What follows belongs to an exercise in optimizing a design on an open flow for small area and a short achievable clock period; a production flow would make more cautious choices.
At most, simulation tests tie the RTL to the original design; equivalence was not proved.
Function not checked in runs 5 and 7: the RTL went through the layout flow alone.
Power and IR drop assume default switching activity.

`design.v`:
```
module fp_normalizer (
  input  [24:0] mantissa_temp,
  input  [7:0]  exp1,
  output [23:0] coarse_mantissa,
  output        fine_shift,
  output [7:0]  normalized_exp
);
  reg [4:0] zero_count;
  integer i;
  always @(*) begin
    zero_count = 5'd0;
    for (i = 0; i < 25; i = i + 1)
      if (mantissa_temp[i]) zero_count = 5'd24 - i;
  end
  wire [24:0] shifted = mantissa_temp << {zero_count[4:1], 1'b0};
  assign coarse_mantissa = shifted[23:0];
  assign fine_shift = zero_count[0];
  assign normalized_exp = exp1 - {3'b0, zero_count};
endmodule
module fp_add8(input [7:0] a, input [7:0] b, input cin, output [7:0] s, output cout);
  wire [8:0] g0, p0;
  assign g0[0] = cin; assign p0[0] = 1'b0;
  assign g0[8:1] = a & b; assign p0[8:1] = a ^ b;
  wire g_0 = g0[1] | (p0[1] & g0[0]);
  wire p_0 = p0[1] & p0[0];
  wire g_1 = g0[2] | (p0[2] & g0[1]);
  wire p_1 = p0[2] & p0[1];
  wire g_2 = g0[3] | (p0[3] & g0[2]);
  wire p_2 = p0[3] & p0[2];
  wire g_3 = g0[4] | (p0[4] & g0[3]);
  wire p_3 = p0[4] & p0[3];
  wire g_4 = g0[5] | (p0[5] & g0[4]);
  wire p_4 = p0[5] & p0[4];
  wire g_5 = g0[6] | (p0[6] & g0[5]);
  wire p_5 = p0[6] & p0[5];
  wire g_6 = g0[7] | (p0[7] & g0[6]);
  wire p_6 = p0[7] & p0[6];
  wire g_7 = g0[8] | (p0[8] & g0[7]);
  wire p_7 = p0[8] & p0[7];
  wire g_8 = g_1 | (p_1 & g0[0]);
  wire p_8 = p_1 & p0[0];
  wire g_9 = g_2 | (p_2 & g_0);
  wire p_9 = p_2 & p_0;
  wire g_10 = g_3 | (p_3 & g_1);
  wire p_10 = p_3 & p_1;
  wire g_11 = g_4 | (p_4 & g_2);
  wire p_11 = p_4 & p_2;
  wire g_12 = g_5 | (p_5 & g_3);
  wire p_12 = p_5 & p_3;
  wire g_13 = g_6 | (p_6 & g_4);
  wire p_13 = p_6 & p_4;
  wire g_14 = g_7 | (p_7 & g_5);
  wire p_14 = p_7 & p_5;
  wire g_15 = g_10 | (p_10 & g0[0]);
  wire p_15 = p_10 & p0[0];
  wire g_16 = g_11 | (p_11 & g_0);
  wire p_16 = p_11 & p_0;
  wire g_17 = g_12 | (p_12 & g_8);
  wire p_17 = p_12 & p_8;
  wire g_18 = g_13 | (p_13 & g_9);
  wire p_18 = p_13 & p_9;
  wire g_19 = g_14 | (p_14 & g_10);
  wire p_19 = p_14 & p_10;
  wire g_20 = g_19 | (p_19 & g0[0]);
  wire p_20 = p_19 & p0[0];
  assign s[0] = p0[1] ^ g0[0];
  assign s[1] = p0[2] ^ g_0;
  assign s[2] = p0[3] ^ g_8;
  assign s[3] = p0[4] ^ g_9;
  assign s[4] = p0[5] ^ g_15;
  assign s[5] = p0[6] ^ g_16;
  assign s[6] = p0[7] ^ g_17;
  assign s[7] = p0[8] ^ g_18;
  assign cout = g_20;
endmodule
module fp_cmp23(input [22:0] a, input [22:0] b, output ge, output eq);
  wire [22:0] g0 = a & ~b;
  wire [22:0] p0 = ~(a ^ b);
  wire g_0 = g0[1] | (p0[1] & g0[0]);
  wire p_0 = p0[1] & p0[0];
  wire g_1 = g0[3] | (p0[3] & g0[2]);
  wire p_1 = p0[3] & p0[2];
  wire g_2 = g0[5] | (p0[5] & g0[4]);
  wire p_2 = p0[5] & p0[4];
  wire g_3 = g0[7] | (p0[7] & g0[6]);
  wire p_3 = p0[7] & p0[6];
  wire g_4 = g0[9] | (p0[9] & g0[8]);
  wire p_4 = p0[9] & p0[8];
  wire g_5 = g0[11] | (p0[11] & g0[10]);
  wire p_5 = p0[11] & p0[10];
  wire g_6 = g0[13] | (p0[13] & g0[12]);
  wire p_6 = p0[13] & p0[12];
  wire g_7 = g0[15] | (p0[15] & g0[14]);
  wire p_7 = p0[15] & p0[14];
  wire g_8 = g0[17] | (p0[17] & g0[16]);
  wire p_8 = p0[17] & p0[16];
  wire g_9 = g0[19] | (p0[19] & g0[18]);
  wire p_9 = p0[19] & p0[18];
  wire g_10 = g0[21] | (p0[21] & g0[20]);
  wire p_10 = p0[21] & p0[20];
  wire g_11 = g_1 | (p_1 & g_0);
  wire p_11 = p_1 & p_0;
  wire g_12 = g_3 | (p_3 & g_2);
  wire p_12 = p_3 & p_2;
  wire g_13 = g_5 | (p_5 & g_4);
  wire p_13 = p_5 & p_4;
  wire g_14 = g_7 | (p_7 & g_6);
  wire p_14 = p_7 & p_6;
  wire g_15 = g_9 | (p_9 & g_8);
  wire p_15 = p_9 & p_8;
  wire g_16 = g0[22] | (p0[22] & g_10);
  wire p_16 = p0[22] & p_10;
  wire g_17 = g_12 | (p_12 & g_11);
  wire p_17 = p_12 & p_11;
  wire g_18 = g_14 | (p_14 & g_13);
  wire p_18 = p_14 & p_13;
  wire g_19 = g_16 | (p_16 & g_15);
  wire p_19 = p_16 & p_15;
  wire g_20 = g_18 | (p_18 & g_17);
  wire p_20 = p_18 & p_17;
  wire g_21 = g_19 | (p_19 & g_20);
  wire p_21 = p_19 & p_20;
  assign ge = g_21 | p_21;
  assign eq = p_21;
endmodule
module fp_add25(input [24:0] a, input [24:0] b, input cin, output [24:0] s, output cout);
  wire [25:0] g0, p0;
  assign g0[0] = cin; assign p0[0] = 1'b0;
  assign g0[25:1] = a & b; assign p0[25:1] = a ^ b;
  wire g_0 = g0[1] | (p0[1] & g0[0]);
  wire p_0 = p0[1] & p0[0];
  wire g_1 = g0[2] | (p0[2] & g0[1]);
  wire p_1 = p0[2] & p0[1];
  wire g_2 = g0[3] | (p0[3] & g0[2]);
  wire p_2 = p0[3] & p0[2];
  wire g_3 = g0[4] | (p0[4] & g0[3]);
  wire p_3 = p0[4] & p0[3];
  wire g_4 = g0[5] | (p0[5] & g0[4]);
  wire p_4 = p0[5] & p0[4];
  wire g_5 = g0[6] | (p0[6] & g0[5]);
  wire p_5 = p0[6] & p0[5];
  wire g_6 = g0[7] | (p0[7] & g0[6]);
  wire p_6 = p0[7] & p0[6];
  wire g_7 = g0[8] | (p0[8] & g0[7]);
  wire p_7 = p0[8] & p0[7];
  wire g_8 = g0[9] | (p0[9] & g0[8]);
  wire p_8 = p0[9] & p0[8];
  wire g_9 = g0[10] | (p0[10] & g0[9]);
  wire p_9 = p0[10] & p0[9];
  wire g_10 = g0[11] | (p0[11] & g0[10]);
  wire p_10 = p0[11] & p0[10];
  wire g_11 = g0[12] | (p0[12] & g0[11]);
  wire p_11 = p0[12] & p0[11];
  wire g_12 = g0[13] | (p0[13] & g0[12]);
  wire p_12 = p0[13] & p0[12];
  wire g_13 = g0[14] | (p0[14] & g0[13]);
  wire p_13 = p0[14] & p0[13];
  wire g_14 = g0[15] | (p0[15] & g0[14]);
  wire p_14 = p0[15] & p0[14];
  wire g_15 = g0[16] | (p0[16] & g0[15]);
  wire p_15 = p0[16] & p0[15];
  wire g_16 = g0[17] | (p0[17] & g0[16]);
  wire p_16 = p0[17] & p0[16];
  wire g_17 = g0[18] | (p0[18] & g0[17]);
  wire p_17 = p0[18] & p0[17];
  wire g_18 = g0[19] | (p0[19] & g0[18]);
  wire p_18 = p0[19] & p0[18];
  wire g_19 = g0[20] | (p0[20] & g0[19]);
  wire p_19 = p0[20] & p0[19];
  wire g_20 = g0[21] | (p0[21] & g0[20]);
  wire p_20 = p0[21] & p0[20];
  wire g_21 = g0[22] | (p0[22] & g0[21]);
  wire p_21 = p0[22] & p0[21];
  wire g_22 = g0[23] | (p0[23] & g0[22]);
  wire p_22 = p0[23] & p0[22];
  wire g_23 = g0[24] | (p0[24] & g0[23]);
  wire p_23 = p0[24] & p0[23];
  wire g_24 = g0[25] | (p0[25] & g0[24]);
  wire p_24 = p0[25] & p0[24];
  wire g_25 = g_1 | (p_1 & g0[0]);
  wire p_25 = p_1 & p0[0];
  wire g_26 = g_2 | (p_2 & g_0);
  wire p_26 = p_2 & p_0;
  wire g_27 = g_3 | (p_3 & g_1);
  wire p_27 = p_3 & p_1;
  wire g_28 = g_4 | (p_4 & g_2);
  wire p_28 = p_4 & p_2;
  wire g_29 = g_5 | (p_5 & g_3);
  wire p_29 = p_5 & p_3;
  wire g_30 = g_6 | (p_6 & g_4);
  wire p_30 = p_6 & p_4;
  wire g_31 = g_7 | (p_7 & g_5);
  wire p_31 = p_7 & p_5;
  wire g_32 = g_8 | (p_8 & g_6);
  wire p_32 = p_8 & p_6;
  wire g_33 = g_9 | (p_9 & g_7);
  wire p_33 = p_9 & p_7;
  wire g_34 = g_10 | (p_10 & g_8);
  wire p_34 = p_10 & p_8;
  wire g_35 = g_11 | (p_11 & g_9);
  wire p_35 = p_11 & p_9;
  wire g_36 = g_12 | (p_12 & g_10);
  wire p_36 = p_12 & p_10;
  wire g_37 = g_13 | (p_13 & g_11);
  wire p_37 = p_13 & p_11;
  wire g_38 = g_14 | (p_14 & g_12);
  wire p_38 = p_14 & p_12;
  wire g_39 = g_15 | (p_15 & g_13);
  wire p_39 = p_15 & p_13;
  wire g_40 = g_16 | (p_16 & g_14);
  wire p_40 = p_16 & p_14;
  wire g_41 = g_17 | (p_17 & g_15);
  wire p_41 = p_17 & p_15;
  wire g_42 = g_18 | (p_18 & g_16);
  wire p_42 = p_18 & p_16;
  wire g_43 = g_19 | (p_19 & g_17);
  wire p_43 = p_19 & p_17;
  wire g_44 = g_20 | (p_20 & g_18);
  wire p_44 = p_20 & p_18;
  wire g_45 = g_21 | (p_21 & g_19);
  wire p_45 = p_21 & p_19;
  wire g_46 = g_22 | (p_22 & g_20);
  wire p_46 = p_22 & p_20;
  wire g_47 = g_23 | (p_23 & g_21);
  wire p_47 = p_23 & p_21;
  wire g_48 = g_24 | (p_24 & g_22);
  wire p_48 = p_24 & p_22;
  wire g_49 = g_27 | (p_27 & g0[0]);
  wire p_49 = p_27 & p0[0];
  wire g_50 = g_28 | (p_28 & g_0);
  wire p_50 = p_28 & p_0;
  wire g_51 = g_29 | (p_29 & g_25);
  wire p_51 = p_29 & p_25;
  wire g_52 = g_30 | (p_30 & g_26);
  wire p_52 = p_30 & p_26;
  wire g_53 = g_31 | (p_31 & g_27);
  wire p_53 = p_31 & p_27;
  wire g_54 = g_32 | (p_32 & g_28);
  wire p_54 = p_32 & p_28;
  wire g_55 = g_33 | (p_33 & g_29);
  wire p_55 = p_33 & p_29;
  wire g_56 = g_34 | (p_34 & g_30);
  wire p_56 = p_34 & p_30;
  wire g_57 = g_35 | (p_35 & g_31);
  wire p_57 = p_35 & p_31;
  wire g_58 = g_36 | (p_36 & g_32);
  wire p_58 = p_36 & p_32;
  wire g_59 = g_37 | (p_37 & g_33);
  wire p_59 = p_37 & p_33;
  wire g_60 = g_38 | (p_38 & g_34);
  wire p_60 = p_38 & p_34;
  wire g_61 = g_39 | (p_39 & g_35);
  wire p_61 = p_39 & p_35;
  wire g_62 = g_40 | (p_40 & g_36);
  wire p_62 = p_40 & p_36;
  wire g_63 = g_41 | (p_41 & g_37);
  wire p_63 = p_41 & p_37;
  wire g_64 = g_42 | (p_42 & g_38);
  wire p_64 = p_42 & p_38;
  wire g_65 = g_43 | (p_43 & g_39);
  wire p_65 = p_43 & p_39;
  wire g_66 = g_44 | (p_44 & g_40);
  wire p_66 = p_44 & p_40;
  wire g_67 = g_45 | (p_45 & g_41);
  wire p_67 = p_45 & p_41;
  wire g_68 = g_46 | (p_46 & g_42);
  wire p_68 = p_46 & p_42;
  wire g_69 = g_47 | (p_47 & g_43);
  wire p_69 = p_47 & p_43;
  wire g_70 = g_48 | (p_48 & g_44);
  wire p_70 = p_48 & p_44;
  wire g_71 = g_53 | (p_53 & g0[0]);
  wire p_71 = p_53 & p0[0];
  wire g_72 = g_54 | (p_54 & g_0);
  wire p_72 = p_54 & p_0;
  wire g_73 = g_55 | (p_55 & g_25);
  wire p_73 = p_55 & p_25;
  wire g_74 = g_56 | (p_56 & g_26);
  wire p_74 = p_56 & p_26;
  wire g_75 = g_57 | (p_57 & g_49);
  wire p_75 = p_57 & p_49;
  wire g_76 = g_58 | (p_58 & g_50);
  wire p_76 = p_58 & p_50;
  wire g_77 = g_59 | (p_59 & g_51);
  wire p_77 = p_59 & p_51;
  wire g_78 = g_60 | (p_60 & g_52);
  wire p_78 = p_60 & p_52;
  wire g_79 = g_61 | (p_61 & g_53);
  wire p_79 = p_61 & p_53;
  wire g_80 = g_62 | (p_62 & g_54);
  wire p_80 = p_62 & p_54;
  wire g_81 = g_63 | (p_63 & g_55);
  wire p_81 = p_63 & p_55;
  wire g_82 = g_64 | (p_64 & g_56);
  wire p_82 = p_64 & p_56;
  wire g_83 = g_65 | (p_65 & g_57);
  wire p_83 = p_65 & p_57;
  wire g_84 = g_66 | (p_66 & g_58);
  wire p_84 = p_66 & p_58;
  wire g_85 = g_67 | (p_67 & g_59);
  wire p_85 = p_67 & p_59;
  wire g_86 = g_68 | (p_68 & g_60);
  wire p_86 = p_68 & p_60;
  wire g_87 = g_69 | (p_69 & g_61);
  wire p_87 = p_69 & p_61;
  wire g_88 = g_70 | (p_70 & g_62);
  wire p_88 = p_70 & p_62;
  wire g_89 = g_79 | (p_79 & g0[0]);
  wire p_89 = p_79 & p0[0];
  wire g_90 = g_80 | (p_80 & g_0);
  wire p_90 = p_80 & p_0;
  wire g_91 = g_81 | (p_81 & g_25);
  wire p_91 = p_81 & p_25;
  wire g_92 = g_82 | (p_82 & g_26);
  wire p_92 = p_82 & p_26;
  wire g_93 = g_83 | (p_83 & g_49);
  wire p_93 = p_83 & p_49;
  wire g_94 = g_84 | (p_84 & g_50);
  wire p_94 = p_84 & p_50;
  wire g_95 = g_85 | (p_85 & g_51);
  wire p_95 = p_85 & p_51;
  wire g_96 = g_86 | (p_86 & g_52);
  wire p_96 = p_86 & p_52;
  wire g_97 = g_87 | (p_87 & g_71);
  wire p_97 = p_87 & p_71;
  wire g_98 = g_88 | (p_88 & g_72);
  wire p_98 = p_88 & p_72;
  assign s[0] = p0[1] ^ g0[0];
  assign s[1] = p0[2] ^ g_0;
  assign s[2] = p0[3] ^ g_25;
  assign s[3] = p0[4] ^ g_26;
  assign s[4] = p0[5] ^ g_49;
  assign s[5] = p0[6] ^ g_50;
  assign s[6] = p0[7] ^ g_51;
  assign s[7] = p0[8] ^ g_52;
  assign s[8] = p0[9] ^ g_71;
  assign s[9] = p0[10] ^ g_72;
  assign s[10] = p0[11] ^ g_73;
  assign s[11] = p0[12] ^ g_74;
  assign s[12] = p0[13] ^ g_75;
  assign s[13] = p0[14] ^ g_76;
  assign s[14] = p0[15] ^ g_77;
  assign s[15] = p0[16] ^ g_78;
  assign s[16] = p0[17] ^ g_89;
  assign s[17] = p0[18] ^ g_90;
  assign s[18] = p0[19] ^ g_91;
  assign s[19] = p0[20] ^ g_92;
  assign s[20] = p0[21] ^ g_93;
  assign s[21] = p0[22] ^ g_94;
  assign s[22] = p0[23] ^ g_95;
  assign s[23] = p0[24] ^ g_96;
  assign s[24] = p0[25] ^ g_97;
  assign cout = g_98;
endmodule
module fpadd_pipelined (input clk,
                        input reset,
                        input [31:0] reg_A,
                        input [31:0] reg_B,
                        output [31:0] out);
  localparam FINE = 3;
  wire [7:0] ea = reg_A[30:23];
  wire [7:0] eb = reg_B[30:23];
  wire [7:0] dab, dba;
  wire cab, cba;
  fp_add8 sub_ab(.a(ea), .b(~eb), .cin(1'b1), .s(dab), .cout(cab));
  fp_add8 sub_ba(.a(eb), .b(~ea), .cin(1'b1), .s(dba), .cout(cba));
  wire exp_eq = cab & cba;
  wire frac_ge, frac_eq;
  fp_cmp23 cmp_f(.a(reg_A[22:0]), .b(reg_B[22:0]), .ge(frac_ge), .eq(frac_eq));
  wire a_ge_b = exp_eq ? frac_ge : cab;
  wire [7:0] d = cab ? dab : dba;
  wire [4:0] s = d[4:0] | {5{|d[7:5]}};
  wire [22:0] fmn = a_ge_b ? reg_B[22:0] : reg_A[22:0];
  wire [23:0] m0 = {1'b1, fmn} >> {s[4:FINE], {FINE{1'b0}}};
  reg        s0_sign, s0_sub, s0_valid;
  reg [7:0]  s0_exp;
  reg [22:0] s0_fmx;
  reg [23:0] s0_m;
  reg [FINE-1:0] s0_shift;
  always @(posedge clk or posedge reset)
    if (reset) s0_valid <= 1'b0;
    else       s0_valid <= 1'b1;
  always @(posedge clk) begin
    s0_sign  <= a_ge_b ? reg_A[31] : reg_B[31];
    s0_sub   <= reg_A[31] ^ reg_B[31];
    s0_exp   <= a_ge_b ? ea : eb;
    s0_fmx   <= a_ge_b ? reg_A[22:0] : reg_B[22:0];
    s0_m     <= m0;
    s0_shift <= s[FINE-1:0];
  end
  wire [23:0] m = s0_m >> s0_shift;
  wire [24:0] t;
  wire t_cout;
  fp_add25 add_t(.a({2'b01, s0_fmx}), .b({s0_sub, m ^ {24{s0_sub}}}), .cin(s0_sub),
                 .s(t), .cout(t_cout));
  reg        s1_sign, s1_valid, s1_ezero;
  reg [7:0]  s1_exp1;
  reg [24:0] s1_t;
  always @(posedge clk or posedge reset)
    if (reset) s1_valid <= 1'b0;
    else       s1_valid <= s0_valid;
  always @(posedge clk) begin
    s1_sign  <= s0_sign;
    s1_exp1  <= s0_exp + 8'd1;
    s1_ezero <= ~|s0_exp;
    s1_t     <= t;
  end
  wire [23:0] coarse;
  wire        fine;
  wire [7:0]  nexp;
  fp_normalizer fp_normalizer(.mantissa_temp(s1_t),
                              .exp1(s1_exp1),
                              .coarse_mantissa(coarse),
                              .fine_shift(fine),
                              .normalized_exp(nexp));
  wire low_zero = ~|s1_t[23:0];
  wire res_zero = low_zero & (~s1_t[24] | (~s1_sign & s1_ezero));
  wire se_zero  = ~s1_valid | res_zero;
  reg        r2_sign, r2_fine;
  reg [7:0]  r2_exp;
  reg [23:0] r2_man;
  always @(posedge clk or posedge reset)
    if (reset) begin
      r2_sign <= 1'b0;
      r2_exp  <= 8'b0;
      r2_man  <= 24'b0;
      r2_fine <= 1'b0;
    end else begin
      r2_sign <= se_zero ? 1'b0 : s1_sign;
      r2_exp  <= se_zero ? 8'b0 : nexp;
      r2_man  <= s1_valid ? coarse : 24'b0;
      r2_fine <= fine;
    end
  wire [22:0] frac = r2_fine ? r2_man[22:0] : r2_man[23:1];
  assign out = {r2_sign, r2_exp, frac};
endmodule
```
`flow/run.sh`:
```
#!/bin/bash
# Standard layout (standard.sh) with the smallest buffer on the ports and
# no CTS dummy loads.
bash standard.sh \
  "BUFFER_PORTS_ARGS=-buffer_cell sky130_fd_sc_hd__buf_1" \
  "CTS_ARGS=-sink_clustering_enable -repair_clock_nets -dont_use_dummy_load -buf_list sky130_fd_sc_hd__clkbuf_4 sky130_fd_sc_hd__clkbuf_8" \
  finish > standard.log 2>&1
```
`standard.sh`:
```
#!/bin/bash
# synth_recipe.tcl (not shown) runs the flow's synth.tcl, then flattens the netlist and writes it again
# the make line also repeats each setting of config.mk as NAME=value (left out here)
make -C /OpenROAD-flow-scripts/flow DESIGN_CONFIG=/design/flow/config.mk WORK_HOME=/design/flow/orfs CLKGATE_MAP_FILE= SYNTH_SCRIPT=/design/flow/synth_recipe.tcl "${@:-finish}"
```
`config.mk`:
```
export PLATFORM = sky130hd
export DESIGN_NAME = fpadd_pipelined
export DESIGN_NICKNAME = fpadd_pipelined
export VERILOG_FILES = /design/flow/design.v
export SDC_FILE = /design/flow/constraint.sdc
export NUM_CORES = 4
export LEC_CHECK = 0
export ABC_AREA = 1
export CAP_MARGIN = 20
export CORE_MARGIN = 2
export CORE_UTILIZATION = 40
export SETUP_SLACK_MARGIN = 3.0
export SLEW_MARGIN = 20
```
`constraint.sdc`:
```
create_clock -name core_clock -period 6.5 [get_ports {clk}]
set_input_delay 1.3000 -clock core_clock [delete_from_list [all_inputs] [get_ports {clk}]]
set_output_delay 1.3000 -clock core_clock [all_outputs]
set_load 0.01 [all_outputs]
```
==> impl_metrics.yaml, run 1 <==
outcome:
  status: "aborted with a tool error"
  lastStage: "clock tree synthesis (4_1_cts)"
  error: "[ERROR STA-0564] clock_tree_synthesis positional arguments not supported."
synthesis:
  synth_edf_count: 0
  yosys_register_bits: 131
  yosys_warnings: 2
  synth_cell_types: 51
  netlist_area_mm2: 0.00918
  syn_inst: 1337
  ys_seq_area_share_pct: 30.5
  synthFlopType: "dfxtp_1"
  synth.avg_cell_area_um2: 6.86
  synth_nets: 1475
  synthArstFlopShare_pct: 27.5
floorplanning:
  rows: 55
  initial_core_util_pct: 40.7
  dieHeight_um: 155
  num_io_pins: 98
  dieWidth_um: 155
placement:
  dp.cells: 1672
  gp_congestion: 0.864
  place_ws_ps: 1920
  place_hpwl_um: 18400
  placement.io_buffers: 97
cell families after synthesis:
| family | Yosys count | share of synthesized area, % |
|---|---|---|
| simple gates | 561 | 25.6 |
| flops | 131 | 30.5 |
| other cells | 1 | 0.0409 |
| compound gates | 286 | 17.1 |
| buf+inv | 213 | 9.29 |
| xor+xnor | 63 | 6.22 |
| mux | 10 | 1.13 |
| fa+ha+maj | 72 | 10.1 |
power groups by stage:
| stage | logic, W | registers, W | clock network [W] |
|---|---|---|---|
| detailed placement | 0.00203 | 0.00126 | 0 |
| global placement | 0.00202 | 0.00126 | 0 |
| floorplan | 0.00160 | 0.00117 | 0 |
how the worst min path moves through the flow:
stage,from,endpoint,slack (ps),depth (start not counted)
global placement,s0_sign$_DFF_P_,s1_sign$_DFF_P_,310,0
floorplan,s0_sign$_DFF_P_,s1_sign$_DFF_P_,310,0
detailed placement,s0_sign$_DFF_P_,s1_sign$_DFF_P_,310,0
Yosys cell counts (2+ instances only):
master    number  share of area, %
nor3b_1        2              0.16
fa_1           3              0.65
mux2_2         3              0.37
clkbuf_1      27               1.1
nand2_1      330                13
a21oi_1       95               5.2
o22ai_1        7              0.48
o21a_1         3              0.25
a211oi_1       2              0.16
a21boi_0       5              0.41
inv_2          3              0.12
nand2_2        6              0.41
xnor2_1       11               1.0
buf_6          2              0.25
o21ai_2        3              0.29
nand2_4        2              0.25
nor3_1        18              0.98
buf_1          6              0.25
or2_2          4              0.27
ha_1          69               9.4
nor4_1         5              0.34
mux2i_1        7              0.76
nor2_8         2              0.44
inv_1        156               6.4
o31ai_1        9              0.74
nand4_1        7              0.48
o221ai_1       3              0.29
dfrtp_1       36               9.8
o21ai_1       12              0.65
nor2_1        98               4.0
xor2_1        51               4.9
o21ai_0      129               7.0
a31oi_1        7              0.48
buf_2         16              0.87
a21oi_2        2              0.19
o211ai_1       4              0.33
dfxtp_1       95                21
nand3_1       84               4.6
through the flow:
stage,instance area (µm²),total power [W],hold slack (ps)
after floorplan,9180,0.00277,310
after global placement,9690,0.00328,314
after detailed placement,9690,0.00329,312
==> run 2: changes to the inputs <==
==> flow/run.sh (replaced) <==
#!/bin/bash
# Standard layout (standard.sh) with the smallest buffer on the ports and
# no CTS dummy loads.
bash standard.sh \
  "BUFFER_PORTS_ARGS=-buffer_cell sky130_fd_sc_hd__buf_1" \
  "CTS_ARGS=-sink_clustering_enable -repair_clock_nets -dont_use_dummy_load -buf_list {sky130_fd_sc_hd__clkbuf_4 sky130_fd_sc_hd__clkbuf_8}" \
  finish > standard.log 2>&1
--- a/config.mk
+++ b/config.mk
@@ -12,2 +12,3 @@
 export SETUP_SLACK_MARGIN = 3.0
 export SLEW_MARGIN = 20
+export TNS_END_PERCENT = 10
==> run 2 against run 1 <==
Against the previous run: now clean on timing, DRC and antenna; synthesized cell count unchanged; area after synthesis unchanged.
==> impl_metrics.yaml, run 2 <==
synthesis:
  yosys_warnings: 2
  synth_nets: 1475
  synth_cell_types: 51
  synth.avg_cell_area_um2: 6.86
  yosys_register_bits: 131
  ys_top_cells_by_area: "dfxtp_1 21%, nand2_1 13%, dfrtp_1 9.8%"
  synthArstFlopShare_pct: 27.5
  yosysTopAreaCell: "dfxtp_1"
  yosysMostFrequentCell: "nand2_1"
  netlist_top_cells_count: "330 x nand2_1, 156 x inv_1, 129 x o21ai_0"
  ys_seq_area_share_pct: 30.5
  yosys.area.top_type_share_pct: 20.7
  synth_edf_count: 0
  synthFlopType: "dfxtp_1"
  syn_inst: 1337
  netlist_area_mm2: 0.00918
outcome:
  status: "complete, no violations"
placement:
  placement.io_buffers: 97
  gp_congestion: 0.864
  place_hpwl_um: 18400
clock_tree:
  htreeDepth: 4
  cts-root-buf: "clkbuf_8"
  cts.sinks: 131
  cts_buffers: 17
  tritoncts: "done"
  path_clk_slew_ps: 60
  clk_latency_ps: 440
  clockBufferDepth: 2
floorplanning:
  initial_core_util_pct: 40.7
  dieHeight_um: 155
  rows: 55
  dieWidth_um: 155
  core_region_area_mm2: 0.0226
  dieArea_mm2: 0.0242
  num_io_pins: 98
critical_path:
  cp_common_cell: "o21ai_0"
  critPathCaptureType: "register"
  cp.arrival_ps: 3640
  slowest_stage: "a211oi_1"
  required_ps: 6790
  crit_family: "compound AO/OA/AOI/OAI gates"
  cp_max_fo: 46
  r2r_start: "s0_shift[2]$_DFF_P_"
  critical_path_buf_inv_count: 3
  crit_type: "primary input to register"
  crit_chain: "buf_1, inv_1, ha_1, a21oi_1, o21ai_0, a211oi_1, nand3_1, o21ai_4, buf_12, nand2_1, o21ai_0, o22ai_1"
  critPathLaunch: "reg_B[19]"
  critical-path-max-stage-delay_ps: 420
  start_kind: "primary input"
power_and_ir_drop:
  seqPwrFrac_pct: 32.5
  p_sw_share_pct: 46.7
  p_per_area_mw_per_mm2: 378
  vdd_ir_drop_max_mv: 0.106
  p_sw_w: 0.00180
  combPwrFrac_pct: 54.9
  leakage_nw: 4.97
  power.internal_w: 0.00205
  clkPwrFrac_pct: 12.6
timing:
  setup_viol: 0
  rsz0062_at_grt: "yes"
  fin_crit_sh_pct: 51.5
  slew_violations: 0
  clock_skew_ps: 25.2
  max_slew.worst_pin.slew_ps: 839
  slew_headroom_pct: 43.9
  period_minus_slack_ps: 3350
  finalHoldViolations: 0
  tns_ps: 0
  max_freq_mhz: 299
grt:
  use_met2_pct: 34.5
  busiest_layer: "met2"
  track_usage_pct: 19.4
  grt_max_degree: 93
  globalRouteMet1Util_pct: 24.0
  antenna_found_initial: 0
  use_met3_pct: 3.06
  grt_first_pass_wirelength_um: 38000
  grt-ovfl-total: 0
  first_global_vias: 8058
hold_path:
  hold_class: "register to register"
  min_from: "s0_sign$_DFF_P_"
routing:
  drcViolationCount: 0
  vias_per_cell: 5.04
  avgRoutedWirePerCell_um: 13.8
  wl_um: 23500
  drtPass1Iterations: 5
  antenna_left: 0
  vias: 8590
  drt_iter0_markers: 463
cells_and_area:
  n_antenna_cell: 0
  fin_nets: 1560
  layout_commonest_cell: "nand2_1"
  largest_reg_flops: 25
  drive_gt1_share_pct: 6.34
  final_util_pct: 45.1
  regMostFlops: "s1_t"
  top_regs: "s1_t: 25 flops, r2_man: 24 flops, s0_m: 24 flops"
  mostFrequentLayoutCells: "329 x nand2_1, 153 x inv_1, 123 x o21ai_0"
  area_growth_pct: 11.1
flow_run:
  cap_violations: 0
## run 2: repair_timing
item	CTS	global route
gates resized for setup	12	26
pin swaps	2	7
cloned	2	4
buffers inserted	4	6
hold buffers	0	0
setup endpoints to repair	59	36
## run 2: layer usage
metal  routed length (µm)  vias to the layer above
met3                 1060                       38
met2                11500                      236
met4                  480                        0
met1                10500                     3794
met5                    0                        -
li1                     -                     4522
## run 2: logic make-up (layout without fill, tap and decap cells)
kind of cell	after synthesis	in the layout	synth area share [%]
buf+inv	213	295	9.29
fa+ha+maj	72	72	10.1
other cells	1	1	0.0409
xor+xnor	63	63	6.22
compound gates	286	286	17.1
mux	10	10	1.13
simple gates	561	562	25.6
flops	131	131	30.5
## run 2: path summary, 6_finish.rpt
path | end | slack, ps | depth (start not counted)
worst max-delay path | s0_m[10]$_SDFF_PP0_ | 3150 | 12
worst min-delay path | s1_sign$_DFF_P_ | 330 | 0
worst max register to register | s1_t[20]$_DFF_P_ | 3200 | 16
worst min register to register | s1_sign$_DFF_P_ | 330 | 0
max in group asynchronous | r2_man[23]$_DFF_PP0_ | 5250 | 3
min in group asynchronous | r2_man[8]$_DFF_PP0_ | 910 | 3
## run 2: cell type report
cell class,count,area [µm²]
Timing Repair Buffer,115,563
Timing Repair inverter,3,20.0
Fill cell,2412,12400
Inverter,160,617
Tap cell,285,357
Clock buffer,17,234
Multi-Input combinational cell,994,5590
Sequential cell,131,2810
## run 2: stage by stage
| step | instance area [µm²] | power [W] | hold WS (ps) | cells | setup slack (ps) |
|---|---|---|---|---|---|
| 2_1_floorplan | 9180 | 0.00277 | 310 | 1337 | 3070 |
| 6_report | 10200 | 0.00385 | 326 | 1705 | 3150 |
| 4_1_cts | 10000 | 0.00381 | 327 | 1695 | 2980 |
| 5_1_grt | 10200 | 0.00423 | 349 | 1705 | 2940 |
| 3_3_place_gp | 9690 | 0.00328 | 314 | 1672 | 1990 |
| 3_5_place_dp | 9690 | 0.00329 | 312 | 1672 | 1920 |
## run 2: power groups by stage
stage	registers, W	clock network (W)	logic [W]
floorplan	0.00117	0	0.00160
global placement	0.00126	0	0.00202
detailed placement	0.00126	0	0.00203
CTS	0.00125	0.000504	0.00206
global route	0.00129	0.000542	0.00240
finish	0.00125	0.000487	0.00211
==> run 3: changes to the inputs <==
--- a/config.mk
+++ b/config.mk
@@ -7,4 +7,5 @@
 export LEC_CHECK = 0
 export ABC_AREA = 1
+export ABC_CLOCK_PERIOD_IN_PS = 3000
 export CAP_MARGIN = 20
 export CORE_MARGIN = 2
==> run 3 against run 2 <==
Against the previous run: still clean on timing, DRC and antenna; via count did not move; clock power is essentially flat; clock skew stayed put; worst setup slack is the same; core utilization stayed put; flip-flop and latch count stayed put; hold slack stayed put; synthesized cell count unchanged; non-clock buffer count stayed put; combinational power about the same; routed wire length did not move; die area stayed put; largest cell class unchanged.
==> impl_metrics.yaml, run 3 <==
outcome:
  status: "complete, no violations"
synthesis:
  ys_seq_area_share_pct: 30.5
  yosysTopAreaCell: "dfxtp_1"
  synth-xor-area-share_pct: 6.22
  synth_cell_types: 51
  synth_top_family_by_area: "simple AND/OR/NAND/NOR gates"
  synth_edf_count: 0
  syn_inst: 1337
  synth_mux_area_share_pct: 1.13
  synth.avg_cell_area_um2: 6.86
  yosys_register_bits: 131
  yosys.area_share.adder_pct: 10.1
  synth-compound-area-share_pct: 17.1
  yosys.area.top_type_share_pct: 20.7
  yosys.area_share.simple_pct: 25.6
  synthArstFlopShare_pct: 27.5
  yosysMostFrequentCell: "nand2_1"
  synth_nets: 1475
  synthFlopType: "dfxtp_1"
  netlist_area_mm2: 0.00918
  ys_top_cells_by_area: "dfxtp_1 21%, nand2_1 13%, dfrtp_1 9.8%"
  yosys_warnings: 2
  netlist_top_cells_count: "330 x nand2_1, 156 x inv_1, 129 x o21ai_0"
timing:
  period_minus_slack_ps: 3350
  finalHoldViolations: 0
  slew_violations: 0
  worst_slack_ps: 3150
  clock_skew_ps: 25.2
  setup_viol: 0
  max_slew.worst_pin.slew_ps: 839
  slew_headroom_pct: 43.9
  rsz0062_at_grt: "yes"
  fin_crit_sh_pct: 51.5
  tns_ps: 0
  timing.hold.ws_ps: 326
  max_freq_mhz: 299
floorplanning:
  rows: 55
  dieWidth_um: 155
  dieHeight_um: 155
  initial_core_util_pct: 40.7
  core_region_area_mm2: 0.0226
  dieArea_mm2: 0.0242
  num_io_pins: 98
grt:
  grt_max_degree: 93
  track_usage_pct: 19.4
  grt-ovfl-total: 0
  grt_first_pass_wirelength_um: 38000
  first_global_vias: 8058
  antenna_found_initial: 0
cells_and_area:
  fin_nets: 1560
  top_regs: "s1_t: 25 flops, r2_man: 24 flops, s0_m: 24 flops"
  fillCellCount: 2412
  mostFrequentLayoutCells: "329 x nand2_1, 153 x inv_1, 123 x o21ai_0"
  regMostFlops: "s1_t"
  n_antenna_cell: 0
  final-instance-count-excl-fill: 1705
  final_util_pct: 45.1
  layout_commonest_cell: "nand2_1"
  drive_gt1_share_pct: 6.34
  largest_reg_flops: 25
  area_growth_pct: 11.1
power_and_ir_drop:
  p_per_area_mw_per_mm2: 378
  p_sw_w: 0.00180
  combPwrFrac_pct: 54.9
  leakage_nw: 4.97
  seqPwrFrac_pct: 32.5
  clkPwrFrac_pct: 12.6
  vdd_ir_drop_max_mv: 0.106
  p_sw_share_pct: 46.7
  power.internal_w: 0.00205
routing:
  drtPass1Iterations: 5
  wl_um: 23500
  vias_per_cell: 5.04
  drcViolationCount: 0
  avgRoutedWirePerCell_um: 13.8
  vias: 8590
  antenna_left: 0
  drt_iter0_markers: 463
placement:
  dp.cells: 1672
  place_hpwl_um: 18400
  place_ws_ps: 1920
  gp_congestion: 0.864
  placement.io_buffers: 97
critical_path:
  critical-path-max-stage-delay_ps: 420
  required_ps: 6790
  crit_type: "primary input to register"
  crit_chain: "buf_1, inv_1, ha_1, a21oi_1, o21ai_0, a211oi_1, nand3_1, o21ai_4, buf_12, nand2_1, o21ai_0, o22ai_1"
  cp_max_fo: 46
  cp.arrival_ps: 3640
  critPathCaptureType: "register"
  slowest_stage: "a211oi_1"
  cp_common_cell: "o21ai_0"
  start_kind: "primary input"
clock_tree:
  htreeDepth: 4
  cts_buffers: 17
  hold_buffers: 0
  clk_latency_ps: 440
  cts.sinks: 131
  tritoncts: "done"
  cts-root-buf: "clkbuf_8"
  clockBufferDepth: 2
  path_clk_slew_ps: 60
hold_path:
  hold_class: "register to register"
flow_run:
  cap_violations: 0
## run 3: cell counts in the layout (fill, tap and decap cells not counted)
Identical to the previous run, type by type.
## run 3: final cells by class
class | instances | area [µm²] | share of cell area, %
inverter | 160 | 617 | 6.05
tap | 285 | 357 | 3.50
sequential | 131 | 2810 | 27.6
multi-input combinational | 994 | 5590 | 54.8
timing repair buffer | 115 | 563 | 5.52
clock buffer | 17 | 234 | 2.30
timing repair inverter | 3 | 20.0 | 0.196
## run 3: cell families (layout without fill, tap and decap cells)
logic type                 after synthesis  in the layout
buffers and inverters                  213            295
adders and majority gates               72             72
DFF                                    131            131
AOI/OAI and AO/OA                      286            286
and+or+nand+nor                        561            562
other                                    1              1
muxes                                   10             10
xor gates and xnor gates                63             63
## run 3: final timing paths
kind                       depth (start not counted)                   end           startpoint  slack [ps]
max                                               12   s0_m[10]$_SDFF_PP0_            reg_B[19]        3150
min                                                0       s1_sign$_DFF_P_      s0_sign$_DFF_P_         330
max reg2reg                                       16      s1_t[20]$_DFF_P_  s0_shift[2]$_DFF_P_        3200
min reg2reg                                        0       s1_sign$_DFF_P_      s0_sign$_DFF_P_         330
max in group asynchronous                          3  r2_man[23]$_DFF_PP0_                reset        5250
min in group asynchronous                          3   r2_man[8]$_DFF_PP0_                reset         910
## run 3: through the flow
stage          cell area, µm²  power (W)
3_5_place_dp             9690    0.00329
3_3_place_gp             9690    0.00328
6_report                10200    0.00385
5_1_grt                 10200    0.00423
2_1_floorplan            9180    0.00277
4_1_cts                 10000    0.00381
## run 3: timing repair
| action | 4_1_cts | 5_1_grt |
|---|---|---|
| setup buffers | 4 | 6 |
| gates cloned | 2 | 4 |
| pin swaps | 2 | 7 |
| resized for setup | 12 | 26 |
| endpoints found under the setup margin | 59 | 36 |
## run 3: power by group through the flow
stage,combinational (W),clock [W],sequential [W]
floorplan,0.00160,0,0.00117
detailed placement,0.00203,0,0.00126
global placement,0.00202,0,0.00126
CTS,0.00206,0.000504,0.00125
global route,0.00240,0.000542,0.00129
finish,0.00211,0.000487,0.00125
## run 3: worst max-delay path, delay by kind of cell
| kind | cells | cell delay (ps) |
|---|---|---|
| buffers and inverters | 3 | 390 |
| adders and majority gates | 1 | 280 |
| and+or+nand+nor | 2 | 300 |
| AOI/OAI and AO/OA | 6 | 1330 |
## run 3: metal layers
layer	GRT usage [%]	routed length, µm	part of all wire, %
met5	0	0	0
met4	6.07	480	2.0
met3	3.06	1060	4.5
met2	34.5	11500	49
met1	24.0	10500	45
==> run 4: changes to the inputs <==
--- a/config.mk
+++ b/config.mk
@@ -7,5 +7,4 @@
 export LEC_CHECK = 0
 export ABC_AREA = 1
-export ABC_CLOCK_PERIOD_IN_PS = 3000
 export CAP_MARGIN = 20
 export CORE_MARGIN = 2
@@ -13,3 +12,2 @@
 export SETUP_SLACK_MARGIN = 3.0
 export SLEW_MARGIN = 20
-export TNS_END_PERCENT = 10
==> run 4 against run 3 <==
Against the previous run: register-to-register slack hardly changed; critical path depth is 5 higher; combinational power about the same; global-route usage unchanged; worst setup slack got worse by 5.6 ps; via count shrank 0.29%; critical path type unchanged; largest cell class unchanged.
==> impl_metrics.yaml, run 4 <==
outcome:
  status: "complete, no violations"
grt:
  antenna_found_initial: 0
  grt_first_pass_wirelength_um: 38000
  grt-ovfl-total: 0
  track_usage_pct: 19.4
  globalRouteMet1Util_pct: 24.0
  use_met3_pct: 3.06
  first_global_vias: 8058
  busiest_layer: "met2"
  use_met2_pct: 34.5
  grt_max_degree: 93
placement:
  place_hpwl_um: 18400
  gp_congestion: 0.864
  placement.io_buffers: 97
  place_ws_ps: 1920
floorplanning:
  initial_core_util_pct: 40.7
  dieWidth_um: 155
  dieArea_mm2: 0.0242
  rows: 55
  dieHeight_um: 155
  num_io_pins: 98
  core_region_area_mm2: 0.0226
timing:
  tns_ps: 0
  setup_viol: 0
  clock_skew_ps: 25.8
  slew_headroom_pct: 44.0
  slew_violations: 0
  max_freq_mhz: 298
  worst_slack_ps: 3150
  max_slew.worst_pin.slew_ps: 837
  rsz0062_at_grt: "yes"
  finalHoldViolations: 0
  fin_crit_sh_pct: 51.6
  period_minus_slack_ps: 3350
synthesis:
  synth_cell_types: 51
  ys_top_cells_by_area: "dfxtp_1 21%, nand2_1 13%, dfrtp_1 9.8%"
  ys_seq_area_share_pct: 30.5
  yosys_warnings: 2
  synth_edf_count: 0
  netlist_area_mm2: 0.00918
  yosys.area.top_type_share_pct: 20.7
  synth_nets: 1475
  yosysMostFrequentCell: "nand2_1"
  synthArstFlopShare_pct: 27.5
  synth.avg_cell_area_um2: 6.86
  netlist_top_cells_count: "330 x nand2_1, 156 x inv_1, 129 x o21ai_0"
  syn_inst: 1337
  yosysTopAreaCell: "dfxtp_1"
  yosys_register_bits: 131
  synthFlopType: "dfxtp_1"
hold_path:
  hold_class: "register to register"
cells_and_area:
  final_util_pct: 45.3
  n_antenna_cell: 0
  mostFrequentLayoutCells: "329 x nand2_1, 153 x inv_1, 123 x o21ai_0"
  top_regs: "s1_t: 25 flops, r2_man: 24 flops, s0_m: 24 flops"
  largest_reg_flops: 25
  layout_commonest_cell: "nand2_1"
  drive_gt1_share_pct: 6.54
  area_growth_pct: 11.5
  fin_nets: 1561
  regMostFlops: "s1_t"
routing:
  vias_per_cell: 5.02
  drtPass1Iterations: 5
  antenna_left: 0
  drcViolationCount: 0
  wl_um: 23700
  vias: 8565
  avgRoutedWirePerCell_um: 13.9
  drt_iter0_markers: 435
critical_path:
  worst_r2r_endpoint: "s1_t[20]$_DFF_P_"
  critPathCaptureType: "register"
  crit_end: "s0_m[10]$_SDFF_PP0_"
  crit_type: "primary input to register"
  r2r_cells: 16
  required_ps: 6850
  cp.arrival_ps: 3700
  critPathLaunch: "reg_B[23]"
  reg2reg_slack_ps: 3210
  r2r_start: "s0_shift[2]$_DFF_P_"
  cp_max_fo: 7
  start_kind: "primary input"
clock_tree:
  cts_buffers: 17
  htreeDepth: 4
  cts.sinks: 131
  clk_latency_ps: 450
  tritoncts: "done"
  clockBufferDepth: 2
  path_clk_slew_ps: 60
  cts-root-buf: "clkbuf_8"
power_and_ir_drop:
  leakage_nw: 4.98
  p_per_area_mw_per_mm2: 378
  vdd_ir_drop_max_mv: 0.106
flow_run:
  cap_violations: 0
==> run 4: cell counts after synthesis <==
Identical to the previous run, type by type.
==> run 4: how the worst min path moves through the flow <==
stage	end	cells after the start	slack [ps]	startpoint
floorplan	s1_sign$_DFF_P_	0	310	s0_sign$_DFF_P_
global placement	s1_sign$_DFF_P_	0	310	s0_sign$_DFF_P_
detailed placement	s1_sign$_DFF_P_	0	310	s0_sign$_DFF_P_
CTS	s1_sign$_DFF_P_	0	330	s0_sign$_DFF_P_
global route	s1_valid$_DFF_PP0_	0	350	s0_valid$_DFF_PP0_
finish	s1_sign$_DFF_P_	0	330	s0_sign$_DFF_P_
==> run 4: area by class of cell <==
| class | instances | area [µm²] |
|---|---|---|
| multi-input combinational | 994 | 5600 |
| tap | 285 | 357 |
| sequential | 131 | 2810 |
| clock buffer | 17 | 234 |
| inverter | 160 | 617 |
| timing repair inverter | 3 | 20.0 |
| timing repair buffer | 116 | 588 |
| fill | 2408 | 12300 |
==> run 4: what timing repair did <==
item                       4_1_cts  5_1_grt
setup endpoints to repair       59       36
hold endpoints to repair         0        0
cloned                           2        5
hold buffers                     0        0
setup buffers                    4        6
pin swaps                        2        7
gates resized for setup         12       30
==> run 4: routing by layer <==
metal / vias up / part of all wire (%)
met4: 0 / 1.8
met2: 201 / 49
li1: 4521 / -
met3: 33 / 4.0
met5: - / 0
met1: 3810 / 45
==> run 4: worst max-delay path, stage by stage <==
cell	delay, ps
buf_1	100
inv_1	60
ha_2	200
inv_1	60
fa_1	360
inv_1	110
a21oi_2	70
o21ai_2	110
a21oi_4	140
buf_4	180
nand2_1	60
nand2_1	60
nor2_2	140
nand2_4	140
nor2_8	230
nand2_2	180
o22ai_1	190
==> run 4: power breakdown <==
group          total, W  switching, W  leakage [nW]  internal (W)
combinational   0.00213       0.00136          3.61      0.000776
clock          0.000489      0.000259         0.122      0.000229
sequential      0.00125      0.000197          1.25       0.00105
total           0.00387       0.00181          4.98       0.00206
==> run 4: stage by stage <==
stage	total power, W	std cells	hold slack (ps)	area, µm²
floorplan	0.00277	1337	310	9180
global placement	0.00328	1672	314	9690
detailed placement	0.00329	1672	312	9690
CTS	0.00381	1695	327	10000
global route	0.00424	1706	349	10200
finish	0.00387	1706	326	10200
==> run 4: logic make-up (layout without fill, tap and decap cells) <==
kind of cell | Yosys count | after routing | share of synthesized area [%]
AND/OR/NAND/NOR | 561 | 562 | 25.6
AO/OA/AOI/OAI | 286 | 286 | 17.1
buffers and inverters | 213 | 296 | 9.29
flip-flops | 131 | 131 | 30.5
adder cells (fa/ha/maj) | 72 | 72 | 10.1
XOR/XNOR | 63 | 63 | 6.22
multiplexers | 10 | 10 | 1.13
other | 1 | 1 | 0.0409
==> run 5: changes to the inputs <==
--- a/design.v
+++ b/design.v
@@ -358,5 +358,6 @@
                         input [31:0] reg_B,
                         output [31:0] out);
-  localparam FINE = 3;
+  localparam FINE = 4;
+  localparam DSEL = 0;
   wire [7:0] ea = reg_A[30:23];
   wire [7:0] eb = reg_B[30:23];
@@ -369,5 +370,5 @@
   fp_cmp23 cmp_f(.a(reg_A[22:0]), .b(reg_B[22:0]), .ge(frac_ge), .eq(frac_eq));
   wire a_ge_b = exp_eq ? frac_ge : cab;
-  wire [7:0] d = cab ? dab : dba;
+  wire [7:0] d = (DSEL ? a_ge_b : cab) ? dab : dba;
   wire [4:0] s = d[4:0] | {5{|d[7:5]}};
   wire [22:0] fmn = a_ge_b ? reg_B[22:0] : reg_A[22:0];
==> run 5 against run 4 <==
Against the previous run: still clean; routed wire length grew 4.6%; hold slack improved by 20 ps; core utilization grew 1.0 points; first-iteration DRC count is 31% higher; via count increased by 4.3%; global-route usage up 1.2 points; clock skew rose by 16 ps; final cell count grew 4.6%; critical endpoint is now s1_t[24]$_DFF_P_.
==> impl_metrics.yaml, run 5 <==
floorplanning:
  dieWidth_um: 157
  dieHeight_um: 157
  num_io_pins: 98
  rows: 55
  dieArea_mm2: 0.0246
  core_region_area_mm2: 0.0228
  initial_core_util_pct: 41.1
cells_and_area:
  layout_commonest_cell: "nand2_1"
  n_antenna_cell: 0
  regMostFlops: "s1_t"
  mostFrequentLayoutCells: "355 x nand2_1, 152 x inv_1, 114 x nor2_1"
  fillCellCount: 2398
  area_growth_pct: 12.9
  fin_nets: 1612
  top_regs: "s1_t: 25 flops, r2_man: 24 flops, s0_m: 24 flops"
  drive_gt1_share_pct: 8.15
  largest_reg_flops: 25
critical_path:
  reg2reg_slack_ps: 3190
  r2r_start: "s0_shift[1]$_DFF_P_"
  r2r_cells: 17
  start_kind: "register"
  crit_type: "register to register"
  critPathCaptureType: "register"
  cp.arrival_ps: 3630
  worst_r2r_endpoint: "s1_t[24]$_DFF_P_"
  cp_max_fo: 29
  required_ps: 6820
placement:
  place_hpwl_um: 19700
  gp_congestion: 0.897
  place_ws_ps: 2060
  placement.io_buffers: 97
routing:
  wl_um: 24800
  drt_iter0_markers: 569
  vias_per_cell: 5.00
  avgRoutedWirePerCell_um: 13.9
  antenna_left: 0
  drcViolationCount: 0
  drtPass1Iterations: 5
  vias: 8930
hold_path:
  holdPathStages: 0
  min_to: "s1_valid$_DFF_PP0_"
  min_from: "s0_valid$_DFF_PP0_"
  hold_class: "register to register"
clock_tree:
  cts.sinks: 132
  clockBufferDepth: 2
  tritoncts: "done"
  hold_buffers: 0
  path_clk_slew_ps: 70
  cts-root-buf: "clkbuf_8"
  clk_latency_ps: 450
  htreeDepth: 4
  cts_buffers: 17
timing:
  setup_viol: 0
  slew_headroom_pct: 50.0
  period_minus_slack_ps: 3310
  max_freq_mhz: 302
  rsz0062_at_grt: "yes"
  slew_violations: 0
  finalHoldViolations: 0
  fin_crit_sh_pct: 50.9
  clock_skew_ps: 41.8
  tns_ps: 0
  max_slew.worst_pin.slew_ps: 743
  worst_slack_ps: 3190
synthesis:
  ys_top_cells_by_area: "dfxtp_1 21%, nand2_1 14%, dfrtp_1 9.6%"
  yosysTopAreaCell: "dfxtp_1"
  syn_inst: 1384
  synth_nets: 1522
  synthArstFlopShare_pct: 27.3
  ys_seq_area_share_pct: 30.2
  netlist_area_mm2: 0.00936
  yosys.area.top_type_share_pct: 20.5
  yosysMostFrequentCell: "nand2_1"
  netlist_top_cells_count: "358 x nand2_1, 155 x inv_1, 120 x o21ai_0"
  synth.avg_cell_area_um2: 6.76
  synth_cell_types: 59
  synthFlopType: "dfxtp_1"
  yosys_register_bits: 132
  synth_edf_count: 0
  yosys_warnings: 2
power_and_ir_drop:
  finalPower_w: 0.00395
  p_per_area_mw_per_mm2: 374
  vdd_ir_drop_max_mv: 0.146
  leakage_nw: 5.09
flow_run:
  cap_violations: 0
grt:
  grt-ovfl-total: 0
  grt_first_pass_wirelength_um: 40300
  first_global_vias: 8208
  track_usage_pct: 20.5
  antenna_found_initial: 0
  grt_max_degree: 46
outcome:
  status: "complete, no violations"
[run 5: final cells by class]
type / count / area (µm²) / share of cell area (%)
Sequential cell: 132 / 2840 / 26.9
Timing Repair inverter: 3 / 22.5 / 0.213
Timing Repair Buffer: 121 / 576 / 5.45
Inverter: 164 / 644 / 6.10
Clock buffer: 17 / 234 / 2.22
Tap cell: 313 / 392 / 3.71
Multi-Input combinational cell: 1035 / 5860 / 55.4
[run 5: worst max-delay path by stage]
stage                        start             endpoint  slack (ps)  cells past startpoint
6_report       s0_shift[1]$_DFF_P_     s1_t[24]$_DFF_P_        3190                     17
5_1_grt        s0_shift[1]$_DFF_P_     s1_t[24]$_DFF_P_        2950                     17
4_1_cts        s0_shift[0]$_DFF_P_     s1_t[20]$_DFF_P_        2940                     19
3_5_place_dp             reg_A[24]  s0_m[22]$_SDFF_PN0_        2060                     14
3_3_place_gp             reg_A[24]  s0_m[14]$_SDFF_PN0_        2120                     13
2_1_floorplan            reg_A[28]      s0_m[0]$_DFF_P_        3170                     15
[run 5: kinds of logic after synthesis]
| group | count (synthesis) | share of synthesized area [%] |
|---|---|---|
| AOI/OAI and AO/OA | 258 | 15.4 |
| other | 1 | 0.0401 |
| muxes | 7 | 0.815 |
| DFF | 132 | 30.2 |
| buffers and inverters | 219 | 9.41 |
| and+or+nand+nor | 634 | 28.6 |
| adders and majority gates | 72 | 9.87 |
| xor gates and xnor gates | 61 | 5.71 |
[run 5: metrics by stage]
stage / area (µm²) / hold WS, ps / cells / utilization [%]
2_1_floorplan: 9360 / 310 / 1384 / -
3_3_place_gp: 9920 / 333 / 1747 / 43.5
3_5_place_dp: 9920 / 339 / 1747 / 43.5
4_1_cts: 10300 / 342 / 1772 / 45.1
5_1_grt: 10600 / 361 / 1785 / 46.4
6_report: 10600 / 346 / 1785 / 46.4
[run 5: worst max-delay path, cell delays in order (launching register included)]
cell        delay (ps)
dfxtp_1            340
buf_8              210
clkinvlp_4         180
o21ai_0            280
o21ai_0            150
o21ai_1            240
xor2_1             180
ha_2               350
a21oi_1            170
inv_1               80
a31oi_4            200
o21ai_4            110
nand3_1             90
nand3_1            140
a21oi_1            200
o21ai_0            110
o21ai_0             90
inv_1               50
[run 5: what timing repair did]
action	CTS	global route
endpoints found under the hold margin	0	0
pin swaps	3	11
gates resized for setup	22	54
endpoints found under the setup margin	65	42
gates cloned	4	1
buffers inserted	4	12
[run 5: layer usage]
layer | vias up | GRT usage [%] | part of all wire, % | wire [µm]
li1 | 4662 | - | - | -
met2 | 216 | 34.8 | 48 | 12000
met4 | 0 | 7.43 | 2.3 | 582
met5 | - | 0 | 0 | 0
met1 | 4012 | 26.7 | 46 | 11400
met3 | 40 | 2.70 | 3.4 | 837
[run 5: power by group]
| group | switching, W | internal [W] | total (W) |
|---|---|---|---|
| registers | 0.000212 | 0.00106 | 0.00127 |
| clock network | 0.000269 | 0.000230 | 0.000499 |
| logic | 0.00139 | 0.000789 | 0.00218 |
| total | 0.00187 | 0.00208 | 0.00395 |
==> run 6: changes to the inputs <==
--- a/design.v
+++ b/design.v
@@ -358,6 +358,5 @@
                         input [31:0] reg_B,
                         output [31:0] out);
-  localparam FINE = 4;
-  localparam DSEL = 0;
+  localparam FINE = 3;
   wire [7:0] ea = reg_A[30:23];
   wire [7:0] eb = reg_B[30:23];
@@ -370,5 +369,5 @@
   fp_cmp23 cmp_f(.a(reg_A[22:0]), .b(reg_B[22:0]), .ge(frac_ge), .eq(frac_eq));
   wire a_ge_b = exp_eq ? frac_ge : cab;
-  wire [7:0] d = (DSEL ? a_ge_b : cab) ? dab : dba;
+  wire [7:0] d = cab ? dab : dba;
   wire [4:0] s = d[4:0] | {5{|d[7:5]}};
   wire [22:0] fmn = a_ge_b ? reg_B[22:0] : reg_A[22:0];
--- a/config.mk
+++ b/config.mk
@@ -10,4 +10,5 @@
 export CORE_MARGIN = 2
 export CORE_UTILIZATION = 40
-export SETUP_SLACK_MARGIN = 3.0
+export SETUP_SLACK_MARGIN = 3.1
 export SLEW_MARGIN = 20
+export TNS_END_PERCENT = 10
==> run 6 against run 5 <==
Against the previous run: flip-flop and latch count shrank 1; clock skew shrank 16 ps; largest power group unchanged; still clean; global-route usage shrank 1.4 points; core utilization shrank 0.31 points; clock power shrank 2%; worst setup slack lost 28 ps.
==> impl_metrics.yaml, run 6 <==
outcome:
  status: "complete, no violations"
hold_path:
  hold_class: "register to register"
  min_from: "s0_sign$_DFF_P_"
timing:
  fin_crit_sh_pct: 51.4
  period_minus_slack_ps: 3340
  timing.hold.ws_ps: 322
  slew_violations: 0
  max_slew.worst_pin.slew_ps: 744
  tns_ps: 0
  clock_skew_ps: 26.2
  slew_headroom_pct: 50.2
  setup_viol: 0
  rsz0062_at_grt: "yes"
  max_freq_mhz: 299
  finalHoldViolations: 0
synthesis:
  ys_top_cells_by_area: "dfxtp_1 21%, nand2_1 13%, dfrtp_1 9.8%"
  synthFlopType: "dfxtp_1"
  synthArstFlopShare_pct: 27.5
  netlist_top_cells_count: "330 x nand2_1, 156 x inv_1, 129 x o21ai_0"
  synth.avg_cell_area_um2: 6.86
  yosysMostFrequentCell: "nand2_1"
  yosys_warnings: 2
  yosys_register_bits: 131
  yosys.area.top_type_share_pct: 20.7
  synth_cell_types: 51
  synth_nets: 1475
  syn_inst: 1337
  netlist_area_mm2: 0.00918
  synth_edf_count: 0
  yosysTopAreaCell: "dfxtp_1"
  ys_seq_area_share_pct: 30.5
critical_path:
  cp_common_cell: "inv_1"
  cp_max_fo: 8
  r2r_start: "s0_shift[0]$_DFF_P_"
  start_kind: "primary input"
  crit_type: "primary input to register"
  critical-path-max-stage-delay_ps: 350
  reg2reg_slack_ps: 3260
  critPathCaptureType: "register"
  critPathLaunch: "reg_B[23]"
  required_ps: 6840
  crit_chain: "buf_1, inv_1, ha_2, inv_1, fa_1, inv_1, a21oi_2, o21ai_2, a21oi_4, inv_4, nand2_1, nand2_2, xor2_4, inv_2, nor2_8, inv_2, o31ai_1"
  slowest_stage: "fa_1"
  cp.arrival_ps: 3680
floorplanning:
  dieArea_mm2: 0.0242
  rows: 55
  core_region_area_mm2: 0.0226
  num_io_pins: 98
  dieHeight_um: 155
  dieWidth_um: 155
  initial_core_util_pct: 40.7
routing:
  drcViolationCount: 0
  antenna_left: 0
  avgRoutedWirePerCell_um: 13.6
  vias_per_cell: 5.01
  drt_iter0_markers: 449
  vias: 8597
  wl_um: 23400
  drtPass1Iterations: 6
flow_run:
  cap_violations: 0
cells_and_area:
  area_growth_pct: 13.3
  n_antenna_cell: 0
  top_regs: "s1_t: 25 flops, r2_man: 24 flops, s0_m: 24 flops"
  regMostFlops: "s1_t"
  fin_nets: 1571
  regArea_mm2: 0.00282
  multi_input_area_mm2: 0.00571
  mostFrequentLayoutCells: "329 x nand2_1, 153 x inv_1, 112 x o21ai_0"
  drive_gt1_share_pct: 8.39
  fillCellCount: 2369
  layout_commonest_cell: "nand2_1"
  final_util_pct: 46.1
  largest_reg_flops: 25
grt:
  grt_first_pass_wirelength_um: 37600
  antenna_found_initial: 0
  track_usage_pct: 19.1
  first_global_vias: 7986
  grt-ovfl-total: 0
  grt_max_degree: 80
power_and_ir_drop:
  p_per_area_mw_per_mm2: 379
  leakage_nw: 5.05
  vdd_ir_drop_max_mv: 0.127
placement:
  place_hpwl_um: 18200
  placement.io_buffers: 97
  gp_congestion: 0.891
clock_tree:
  clockBufferDepth: 2
  hold_buffers: 0
  cts-root-buf: "clkbuf_8"
  tritoncts: "done"
  cts_buffers: 17
  htreeDepth: 4
  path_clk_slew_ps: 70
  cts.sinks: 131
  clk_latency_ps: 450
## run 6: area by class of cell
cell class                      instances  area share [%]
Multi-Input combinational cell        994            54.9
Inverter                              160            5.91
Timing Repair inverter                  3           0.193
Clock buffer                           17            2.25
Timing Repair Buffer                  126            6.21
Tap cell                              285            3.43
Sequential cell                       131            27.1
## run 6: what timing repair did
item | 4_1_cts | 5_1_grt
buffers inserted | 4 | 17
resized for setup | 16 | 51
cloned | 3 | 3
setup endpoints to repair | 57 | 41
pin swaps | 4 | 14
## run 6: final timing paths
path	to	cells after the start
setup reg to reg	s1_t[24]$_DFF_P_	18
hold / removal	s1_sign$_DFF_P_	0
setup / recovery	s0_m[4]$_DFF_P_	17
min in group asynchronous	r2_exp[6]$_DFF_PP0_	3
max in group asynchronous	r2_fine$_DFF_PP0_	3
hold reg to reg	s1_sign$_DFF_P_	0
## run 6: metal layers
layer | vias up | share of wire [%] | track usage (%)
li1 | 4539 | - | -
met1 | 3812 | 45 | 23.8
met2 | 201 | 49 | 33.2
met3 | 45 | 3.2 | 2.92
met4 | 0 | 2.9 | 7.60
met5 | - | 0 | 0
## run 6: kinds of logic after synthesis
kind of cell,after synthesis,share of synthesized area [%]
multiplexers,10,1.13
AND/OR/NAND/NOR,561,25.6
AO/OA/AOI/OAI,286,17.1
other,1,0.0409
XOR/XNOR,63,6.22
flip-flops,131,30.5
adder cells (fa/ha/maj),72,10.1
buffers and inverters,213,9.29
## run 6: through the flow
step | std cells | worst slack, ps | power (W) | cell area (µm²)
3_5_place_dp | 1672 | 2140 | 0.00330 | 9730
2_1_floorplan | 1337 | 3120 | 0.00277 | 9200
3_3_place_gp | 1672 | 2200 | 0.00328 | 9730
4_1_cts | 1696 | 3080 | 0.00383 | 10100
6_report | 1716 | 3160 | 0.00394 | 10400
5_1_grt | 1716 | 2920 | 0.00432 | 10400
## run 6: power breakdown
part / switching (W) / internal [W] / leakage, nW / total [W]
registers: 0.000192 / 0.00106 / 1.25 / 0.00125
logic: 0.00139 / 0.000812 / 3.68 / 0.00221
clock network: 0.000261 / 0.000229 / 0.122 / 0.000490
total: 0.00185 / 0.00210 / 5.05 / 0.00394
## run 6: worst max-delay path, delay by kind of cell
family          cells  cell delay [ps]
xor+xnor            1              160
fa+ha+maj           2              550
buf+inv             7              670
simple gates        3              370
compound gates      4              620
==> run 7: changes to the inputs <==
--- a/design.v
+++ b/design.v
@@ -359,4 +359,6 @@
                         output [31:0] out);
   localparam FINE = 3;
+  localparam DSEL = 0;
+  localparam [7:0] EXP_ADJ = 8'd1;
   wire [7:0] ea = reg_A[30:23];
   wire [7:0] eb = reg_B[30:23];
@@ -370,5 +372,6 @@
   wire a_ge_b = exp_eq ? frac_ge : cab;
   wire [7:0] d = cab ? dab : dba;
-  wire [4:0] s = d[4:0] | {5{|d[7:5]}};
+  wire [4:0] s = d[4:0];
+  wire big = |d[7:5];
   wire [22:0] fmn = a_ge_b ? reg_B[22:0] : reg_A[22:0];
   wire [23:0] m0 = {1'b1, fmn} >> {s[4:FINE], {FINE{1'b0}}};
@@ -378,4 +381,5 @@
   reg [23:0] s0_m;
   reg [FINE-1:0] s0_shift;
+  reg        s0_big;
   always @(posedge clk or posedge reset)
     if (reset) s0_valid <= 1'b0;
@@ -388,6 +392,7 @@
     s0_m     <= m0;
     s0_shift <= s[FINE-1:0];
+    s0_big   <= big;
   end
-  wire [23:0] m = s0_m >> s0_shift;
+  wire [23:0] m = (s0_m >> s0_shift) & {24{~s0_big}};
   wire [24:0] t;
   wire t_cout;
@@ -402,5 +407,5 @@
   always @(posedge clk) begin
     s1_sign  <= s0_sign;
-    s1_exp1  <= s0_exp + 8'd1;
+    s1_exp1  <= s0_exp + EXP_ADJ;
     s1_ezero <= ~|s0_exp;
     s1_t     <= t;
--- a/config.mk
+++ b/config.mk
@@ -10,5 +10,5 @@
 export CORE_MARGIN = 2
 export CORE_UTILIZATION = 40
-export SETUP_SLACK_MARGIN = 3.1
+export SETUP_SLACK_MARGIN = 3.0
 export SLEW_MARGIN = 20
 export TNS_END_PERCENT = 10
==> run 7 against run 6 <==
Against the previous run: highest routed layer unchanged; largest power group unchanged; clock power hardly changed; critical path type unchanged; critical path depth rose by 2; total power increased by 0.58%.
==> impl_metrics.yaml, run 7 <==
placement:
  gp_congestion: 0.899
  placed_cell_area_mm2: 0.00965
routing:
  drcViolationCount: 0
  antenna_left: 0
  drt_iter0_markers: 591
  vias_per_cell: 5.11
  vias: 8790
cells_and_area:
  fin_nets: 1574
  drive_gt1_share_pct: 9.27
  n_antenna_cell: 0
  layout_commonest_cell: "nand2_1"
  stdcell_area_mm2: 0.0104
  area_growth_pct: 14.1
grt:
  grt_first_pass_wirelength_um: 38300
  antenna_found_initial: 1
  grt_max_degree: 46
  grt-ovfl-total: 0
power_and_ir_drop:
  combPwrFrac_pct: 54.4
  clkPwrFrac_pct: 12.4
  p_sw_share_pct: 46.6
  seqPwrFrac_pct: 33.1
timing:
  max_freq_mhz: 292
  clock_skew_ps: 27.1
  period_minus_slack_ps: 3420
  fin_crit_sh_pct: 52.6
  slew_headroom_pct: 43.6
synthesis:
  synth_edf_count: 0
  ys_seq_area_share_pct: 30.9
  yosysTopAreaCell: "dfxtp_1"
  synth.avg_cell_area_um2: 6.90
  yosys_register_bits: 132
  synthArstFlopShare_pct: 27.3
  netlist_area_mm2: 0.00914
  synthFlopType: "dfxtp_1"
critical_path:
  cp.arrival_ps: 3770
  cp_max_fo: 17
  reg2reg_slack_ps: 3180
  crit_type: "primary input to register"
  required_ps: 6850
  r2r_start: "s0_shift[0]$_DFF_P_"
  critPathCaptureType: "register"
clock_tree:
  hold_buffers: 0
  path_clk_slew_ps: 70
  clockBufferDepth: 2
outcome:
  status: "complete, no violations"
hold_path:
  min_to: "s1_sign$_DFF_P_"
  min_from: "s0_sign$_DFF_P_"
floorplanning:
  dieWidth_um: 155
  initial_core_util_pct: 40.5
[run 7: changes by cell type in the layout (fill, tap and decap cells not counted), sizes merged, moves of 3 or more]
cell,before,now
a211oi,2,5
a21oi,98,85
buf,123,137
clkbuf,20,17
inv,157,167
mux2i,7,2
nand2,338,343
nor2,101,80
o21a,3,9
o22ai,7,24
o31ai,9,3
[run 7: layout make-up]
class | count | area (µm²)
clock buffers | 17 | 234
fillers | 2393 | 12100
inverters | 173 | 677
multi-input cells | 971 | 5610
flip-flops and latches | 132 | 2830
well taps | 285 | 357
repair buffers | 137 | 693
repair inverters | 4 | 27.5
[run 7: through the flow]
step,util (%),worst slack (ps),hold slack [ps],cells
global route,46.2,2850,342,1719
finish,46.2,3080,334,1719
CTS,44.7,2950,338,1696
global placement,42.7,1930,319,1661
floorplan,-,3070,310,1325
detailed placement,42.7,1850,322,1661
[run 7: repair_timing]
action	CTS	global route
gates resized for setup	17	57
pin swaps	3	12
cloned	5	1
setup endpoints to repair	71	63
setup buffers	13	22
[run 7: how the worst max path moves through the flow]
stage	from	end	slack [ps]	depth (start not counted)
after floorplan	reg_B[23]	s0_m[5]$_DFF_P_	3070	20
after global placement	reg_B[23]	s0_m[2]$_DFF_P_	1930	20
after detailed placement	reg_B[23]	s0_m[2]$_DFF_P_	1850	20
after CTS	reg_B[23]	s0_m[7]$_DFF_P_	2950	21
after global routing	s1_t[2]$_DFF_P_	r2_exp[6]$_DFF_PP0_	2850	33
final	reg_B[23]	s0_fmx[6]$_DFF_P_	3080	19
[run 7: routing by layer]
layer  vias up  GRT usage [%]  wire (µm)
met5         -              0          0
met4         0           6.12        421
met3        36           3.01       1320
met2       283           32.7      11300
met1      3927           26.3      10900
li1       4544              -          -
[run 7: worst max-delay path, stage by stage]
cell,delay (ps)
buf_1,100
inv_1,60
ha_2,160
inv_1,50
fa_1,340
and2_1,170
nor2_1,120
nor2_2,50
nand2_2,80
nand2_2,60
nand2_4,120
nand2_1,80
inv_1,60
nand4_1,90
buf_4,190
nand2_8,90
buf_4,160
clkinvlp_4,230
o21ai_0,260
[run 7: kinds of logic (layout without fill, tap and decap cells)]
group	after synthesis	count (layout)	synth area share (%)
AND/OR/NAND/NOR	544	546	24.9
other	1	1	0.0410
flip-flops	132	132	30.9
AO/OA/AOI/OAI	289	289	17.7
XOR/XNOR	60	60	6.03
multiplexers	3	3	0.342
adder cells (fa/ha/maj)	72	72	10.1
buffers and inverters	224	331	10.0
[run 7: power by group through the flow]
stage	logic [W]	registers, W	clock network, W
floorplan	0.00156	0.00122	0
global placement	0.00196	0.00132	0
detailed placement	0.00197	0.00132	0
CTS	0.00203	0.00131	0.000508
global route	0.00244	0.00135	0.000536
finish	0.00216	0.00131	0.000492

Re-timed with assumed drivers on the ports (clkbuf_16 on the clock, buf_2 on other inputs), run 7 has 3.101 ns of setup slack against 3.080 ns with ideal ports, and 2.627 ns once port delays also move by the mid clock arrival of 0.474 ns.
